Context: an optimization exercise on an open-source flow, tuned for small area, a short achievable clock period and few clock cycles. The choices shown serve that exercise and are no tape-out recipe.
Function was checked by simulation only, so behaviour that the tests miss may differ from the original.
Power figures rest on the tool's default switching activity, not on a simulated workload.

==> flow/design.v <==
module JAM (
    input CLK,
    input RST,
    output reg [2:0] W,
    output reg [2:0] J,
    input [6:0] Cost,
    output reg [3:0] MatchCount,
    output reg [9:0] MinCost,
    output Valid
);
    localparam [2:0] S_SCAN = 3'd0, S_SEL = 3'd1, S_AUG = 3'd2, S_TIGHT = 3'd3,
                     S_RYS = 3'd4, S_DRAIN = 3'd5, S_DONE = 3'd6;
    reg [2:0] state;
    reg [7:0] vp [0:7];           
    reg [7:0] pend;
    reg [8:0] mv [0:7];           
    reg [2:0] way [0:7];
    reg [7:0] wroot;
    reg [2:0] p [0:7];            
    reg [7:0] matched;
    reg [7:0] used;
    reg [2:0] ph;                 
    reg [6:0] Dp;                 
    reg [8:0] K;                  
    reg root;
    reg [2:0] j0;
    reg [2:0] Jn;
    reg pv;
    reg [7:0] todo;
    reg [2:0] tkP;
    reg iss;
    reg [9:0] preA;
    reg [7:0] vpnA;
    reg firstA;
    reg vB, rootB, firstB;
    reg [6:0] cB;
    reg [9:0] preB;
    reg [10:0] thrB;
    reg [2:0] jB;
    reg [8:0] mvB;
    reg [7:0] vpnB;
    reg [9:0] xk;
    reg vC;
    reg [8:0] nmC;
    reg [7:0] vpnC;
    reg [2:0] jC;
    reg [2:0] fuC;
    reg [8:0] best;
    reg [2:0] j1;
    reg [8:0] nvpcb;              
    reg [2:0] fu1;
    reg [63:0] T;
    reg [7:0] F;
    reg [7:0] cnt;
    reg fpar;
    reg [3:0] r0, r1, r2, r3, r4, r5, r6, r7;
    reg [3:0] q0, q1;
    reg negR, vR, vR2, negR2, vR3, negR3;
    reg [3:0] prodR;
    reg [1:0] dr;
    assign Valid = (state == S_DONE);
    function [2:0] lowbit;
        input [7:0] m;
        begin
            if (m[0]) lowbit = 3'd0;
            else if (m[1]) lowbit = 3'd1;
            else if (m[2]) lowbit = 3'd2;
            else if (m[3]) lowbit = 3'd3;
            else if (m[4]) lowbit = 3'd4;
            else if (m[5]) lowbit = 3'd5;
            else if (m[6]) lowbit = 3'd6;
            else lowbit = 3'd7;
        end
    endfunction
    wire tmode = (state == S_TIGHT);
    wire auglast = (state == S_AUG) & wroot[J];
    wire first = (ph == 3'd0) & root & ~tmode;
    wire [7:0] vpP = first ? 8'd0 : vp[Jn];
    wire [8:0] addP = pend[Jn] ? {2'b00, Dp} : K;
    wire [9:0] preP = {{2{vpP[7]}}, vpP} + {addP[8], addP};
    wire doP = pv & (state == S_SCAN || state == S_TIGHT || auglast);
    wire [8:0] mvA = mv[J];
    wire [10:0] thrA = {2'b00, mvA} - {preA[9], preA};
    wire ltB = rootB | (~thrB[10] & (thrB[9:0] > {3'b000, cB}));
    wire [9:0] keyB = {3'b000, cB} + preB;
    wire [8:0] nmB = ltB ? keyB[8:0] : mvB;
    wire [7:0] unusedB = ~used & ~(8'd1 << jB);
    wire betterC = vC & (nmC < best);
    wire lastC = vC & ~vB;
    wire [2:0] j1f = betterC ? jC : j1;
    wire [7:0] nused = used | (8'd1 << j1);
    wire [7:0] rest1 = ~nused & ~(8'd1 << fu1);
    wire [2:0] wayJ = way[J];
    wire [2:0] wayway = way[wayJ];
    wire [63:0] Tc;
    genvar gk, gj;
    generate
        for (gk = 0; gk < 8; gk = gk + 1) begin : trow
            for (gj = 0; gj < 8; gj = gj + 1) begin : tcol
                assign Tc[8*gk+gj] = T[8*gk+((gj-gk+8)%8)];
            end
        end
    endgenerate
    reg [7:0] F1, F2, rowo, colo;
    integer a, b;
    always @(*) begin
        for (a = 0; a < 8; a = a + 1) begin
            rowo[a] = 1'b0;
            colo[a] = 1'b0;
            for (b = 0; b < 8; b = b + 1) if (a != b) begin
                rowo[a] = rowo[a] | Tc[8*a+b];
                colo[a] = colo[a] | Tc[8*b+a];
            end
        end
        F1 = ~rowo | ~colo;
        for (a = 0; a < 8; a = a + 1) begin
            rowo[a] = 1'b0;
            colo[a] = 1'b0;
            for (b = 0; b < 8; b = b + 1) if (a != b) begin
                rowo[a] = rowo[a] | (Tc[8*a+b] & ~F1[b]);
                colo[a] = colo[a] | (Tc[8*b+a] & ~F1[b]);
            end
        end
        F2 = F1 | ~rowo | ~colo;
    end
    wire [7:0] cntn = ((cnt | F) + 8'd1) & ~F;
    function [3:0] rs;
        input [7:0] t;
        input fz;
        begin
            rs = fz ? 4'd1 : (t[0] + t[1] + t[2] + t[3]) + (t[4] + t[5] + t[6] + t[7]);
        end
    endfunction
    wire [3:0] f0 = rs(Tc[7:0] & cnt, F[0]);
    wire [3:0] f1 = rs(Tc[15:8] & cnt, F[1]);
    wire [3:0] f2 = rs(Tc[23:16] & cnt, F[2]);
    wire [3:0] f3 = rs(Tc[31:24] & cnt, F[3]);
    wire [3:0] f4 = rs(Tc[39:32] & cnt, F[4]);
    wire [3:0] f5 = rs(Tc[47:40] & cnt, F[5]);
    wire [3:0] f6 = rs(Tc[55:48] & cnt, F[6]);
    wire [3:0] f7 = rs(Tc[63:56] & cnt, F[7]);
    wire [3:0] m03 = (r0 * r1) * (r2 * r3);
    wire [3:0] m47 = (r4 * r5) * (r6 * r7);
    wire [3:0] prodP = q0 * q1;
    always @(posedge CLK) begin
        rootB <= root;
        firstB <= firstA;
        cB <= Cost;
        preB <= preA;
        thrB <= thrA;
        jB <= J;
        mvB <= mvA;
        vpnB <= vpnA;
        nmC <= nmB;
        vpnC <= vpnB;
        jC <= jB;
        fuC <= lowbit(unusedB);
        r0 <= f0;
        r1 <= f1;
        r2 <= f2;
        r3 <= f3;
        r4 <= f4;
        r5 <= f5;
        r6 <= f6;
        r7 <= f7;
        negR <= (^cnt) ^ fpar;
        q0 <= m03;
        q1 <= m47;
        negR2 <= negR;
        prodR <= prodP;
        negR3 <= negR2;
    end
    integer i;
    always @(posedge CLK) begin
        vB <= 1'b0;
        vC <= 1'b0;
        vR <= 1'b0;
        if (RST) begin
            state <= S_SCAN;
            ph <= 3'd0;
            pend <= 8'd0;
            matched <= 8'd0;
            used <= 8'd0;
            K <= 9'd0;
            root <= 1'b1;
            best <= 9'h1FF;
            W <= 3'd0;
            J <= 3'd0;
            iss <= 1'b1;
            preA <= 10'd0;
            vpnA <= 8'd0;
            vp[0] <= 8'd0;
            Jn <= 3'd1;
            pv <= 1'b1;
            todo <= 8'hFC;
            MinCost <= 10'd0;
            MatchCount <= 4'd0;
        end else begin
            vB <= iss;
            if (vB) begin
                if (tmode) begin
                    if (firstB) xk <= keyB;
                    T <= {(firstB | (keyB == xk)), T[63:1]};
                end else begin
                    vC <= 1'b1;
                    if (ltB) begin
                        mv[jB] <= keyB[8:0];
                        way[jB] <= j0;
                        wroot[jB] <= rootB;
                    end
                end
            end
            if (betterC) begin
                best <= nmC;
                j1 <= jC;
                nvpcb <= nmC - {vpnC[7], vpnC};
                fu1 <= fuC;
            end
            if (doP) begin
                preA <= preP;
                vpnA <= root ? preP[7:0] : vpP;
                if (root) begin
                    vp[Jn] <= preP[7:0];
                    pend[Jn] <= 1'b0;
                end
            end
            case (state)
                S_SCAN: begin
                    J <= Jn;
                    iss <= pv;
                    pv <= (todo != 8'd0);
                    Jn <= lowbit(todo);
                    todo <= todo & ~(8'd1 << lowbit(todo));
                    if (lastC) begin
                        W <= p[j1f];
                        J <= j1f;
                        state <= S_SEL;
                    end
                end
                S_SEL: begin
                    best <= 9'h1FF;
                    if (matched[j1]) begin
                        used <= nused;
                        vp[j1] <= 8'd0 - nvpcb[7:0];
                        K <= nvpcb - {2'b00, Cost};
                        root <= 1'b0;
                        j0 <= j1;
                        Jn <= fu1;
                        pv <= 1'b1;
                        todo <= rest1;
                        iss <= 1'b0;
                        state <= S_SCAN;
                    end else begin
                        MinCost <= MinCost + {3'b000, best[6:0]};
                        Dp <= best[6:0];
                        pend <= used;
                        J <= j1;
                        W <= wroot[j1] ? ph : p[way[j1]];
                        root <= 1'b1;
                        K <= 9'd0;
                        Jn <= 3'd0;
                        pv <= 1'b1;
                        state <= S_AUG;
                    end
                end
                S_AUG: begin
                    p[J] <= W;
                    matched[J] <= 1'b1;
                    if (!wroot[J]) begin
                        J <= wayJ;
                        W <= wroot[wayJ] ? ph : p[wayway];
                    end else if (ph != 3'd7) begin
                        ph <= ph + 3'd1;
                        used <= 8'd0;
                        W <= ph + 3'd1;
                        J <= 3'd0;
                        iss <= 1'b1;
                        Jn <= 3'd1;
                        todo <= 8'hFC;
                        state <= S_SCAN;
                    end else begin
                        W <= (J == 3'd0) ? W : p[0];
                        J <= 3'd0;
                        iss <= 1'b1;
                        firstA <= 1'b1;
                        tkP <= 3'd0;
                        Jn <= 3'd1;
                        state <= S_TIGHT;
                    end
                end
                S_TIGHT: begin
                    J <= Jn;
                    iss <= pv;
                    firstA <= (Jn == tkP);
                    if (pv) begin
                        W <= p[tkP];
                        if (Jn + 3'd1 != tkP) Jn <= Jn + 3'd1;
                        else if (tkP != 3'd7) begin
                            tkP <= tkP + 3'd1;
                            Jn <= tkP + 3'd1;
                        end else pv <= 1'b0;
                    end
                    if (!pv && !iss && !vB) begin
                        F <= F2;
                        cnt <= 8'd0;
                        fpar <= ^(~F2);
                        MatchCount <= 4'd0;
                        state <= S_RYS;
                    end
                end
                S_RYS: begin
                    vR <= 1'b1;
                    cnt <= cntn;
                    if (cntn == 8'd0) begin
                        dr <= 2'd0;
                        state <= S_DRAIN;
                    end
                end
                S_DRAIN: begin
                    dr <= dr + 2'd1;
                    if (dr == 2'd2) state <= S_DONE;
                end
                default: ;
            endcase
            vR2 <= vR;
            vR3 <= vR2;
            if (vR3) MatchCount <= negR3 ? MatchCount - prodR : MatchCount + prodR;
        end
    end
endmodule
make LEC_CHECK=0 CAP_MARGIN=20 CORE_MARGIN=2 CORE_UTILIZATION=40 SLEW_MARGIN=20 finish   # period 4.0 ns
run.sh (not shown) runs the stock make flow with config.mk's settings and CLKGATE_MAP_FILE= SYNTH_SCRIPT=/design/flow/synth_recipe.tcl, a recipe that flattens the netlist after the stock synthesis.
Testbench counts at the start, summed over its fixed seeds: cycles 2,436.
==> next run, changes <==
--- a/flow/design.v
+++ b/flow/design.v
@@ -54,7 +54,6 @@
     reg [7:0] cnt;
     reg fpar;
-    reg [3:0] r0, r1, r2, r3, r4, r5, r6, r7;
-    reg [3:0] q0, q1;
-    reg negR, vR, vR2, negR2, vR3, negR3;
+    reg [3:0] q0, q1, q2, q3;
+    reg negR, vR, vR2, negR2;
     reg [3:0] prodR;
     reg [1:0] dr;
@@ -140,7 +139,9 @@
     wire [3:0] f6 = rs(Tc[55:48] & cnt, F[6]);
     wire [3:0] f7 = rs(Tc[63:56] & cnt, F[7]);
-    wire [3:0] m03 = (r0 * r1) * (r2 * r3);
-    wire [3:0] m47 = (r4 * r5) * (r6 * r7);
-    wire [3:0] prodP = q0 * q1;
+    wire [3:0] m01 = f0 * f1;
+    wire [3:0] m23 = f2 * f3;
+    wire [3:0] m45 = f4 * f5;
+    wire [3:0] m67 = f6 * f7;
+    wire [3:0] prodP = (q0 * q1) * (q2 * q3);
     always @(posedge CLK) begin
         rootB <= root;
@@ -156,18 +157,4 @@
         jC <= jB;
         fuC <= lowbit(unusedB);
-        r0 <= f0;
-        r1 <= f1;
-        r2 <= f2;
-        r3 <= f3;
-        r4 <= f4;
-        r5 <= f5;
-        r6 <= f6;
-        r7 <= f7;
-        negR <= (^cnt) ^ fpar;
-        q0 <= m03;
-        q1 <= m47;
-        negR2 <= negR;
-        prodR <= prodP;
-        negR3 <= negR2;
     end
     integer i;
@@ -176,4 +163,5 @@
         vC <= 1'b0;
         vR <= 1'b0;
+        vR2 <= 1'b0;
         if (RST) begin
             state <= S_SCAN;
@@ -311,4 +299,9 @@
                 S_RYS: begin
                     vR <= 1'b1;
+                    q0 <= m01;
+                    q1 <= m23;
+                    q2 <= m45;
+                    q3 <= m67;
+                    negR <= (^cnt) ^ fpar;
                     cnt <= cntn;
                     if (cntn == 8'd0) begin
@@ -319,11 +312,14 @@
                 S_DRAIN: begin
                     dr <= dr + 2'd1;
-                    if (dr == 2'd2) state <= S_DONE;
+                    if (dr == 2'd1) state <= S_DONE;
                 end
                 default: ;
             endcase
-            vR2 <= vR;
-            vR3 <= vR2;
-            if (vR3) MatchCount <= negR3 ? MatchCount - prodR : MatchCount + prodR;
+            if (vR) begin
+                vR2 <= 1'b1;
+                prodR <= prodP;
+                negR2 <= negR;
+            end
+            if (vR2) MatchCount <= negR2 ? MatchCount - prodR : MatchCount + prodR;
         end
     end
After rerunning:
- The changed run completed, yet does not pass: setup timing
- fmax falls by 21%
- die area is lower by 3.0%
- final area rose by 0.49%
- routed wire length went down by 2.8%
- total power came out higher by 1.8%
- worst setup slack loses 0.97 ns
- sequential power drops by 3.7%
- flip-flop and latch count drops by 26
- register-to-register slack is worse by 0.97 ns
Testbench counts after the change, summed over its fixed seeds: cycles 2,428.

-- afterwards: timing with drivers on the ports --
Ports are ideal in the flow. The routed layouts listed here were re-timed in OpenROAD.
Step 1 sets driving cells, clkbuf_16 on the clock port and buf_2 on the other inputs (assumed; they add their load-dependent delay and slew).
Step 2 times the ports against the registers' clock, not the clock port: input delays grow and output delays shrink by t, the midpoint of the rising clock arrivals with the driver on.
Three values: ideal ports, drivers, drivers and shift; two values: the first two.
run	shift t [ns]	setup slack, ns	worst hold slack (ns)	pins driven straight from the clock port
the first run	0.680	0.288 / 0.288 / 0.288	0.325 / 0.325 / 0.325	1
the second run	0.675	-0.686 / -0.686 / -0.686	0.289 / 0.289 / 0.289	1
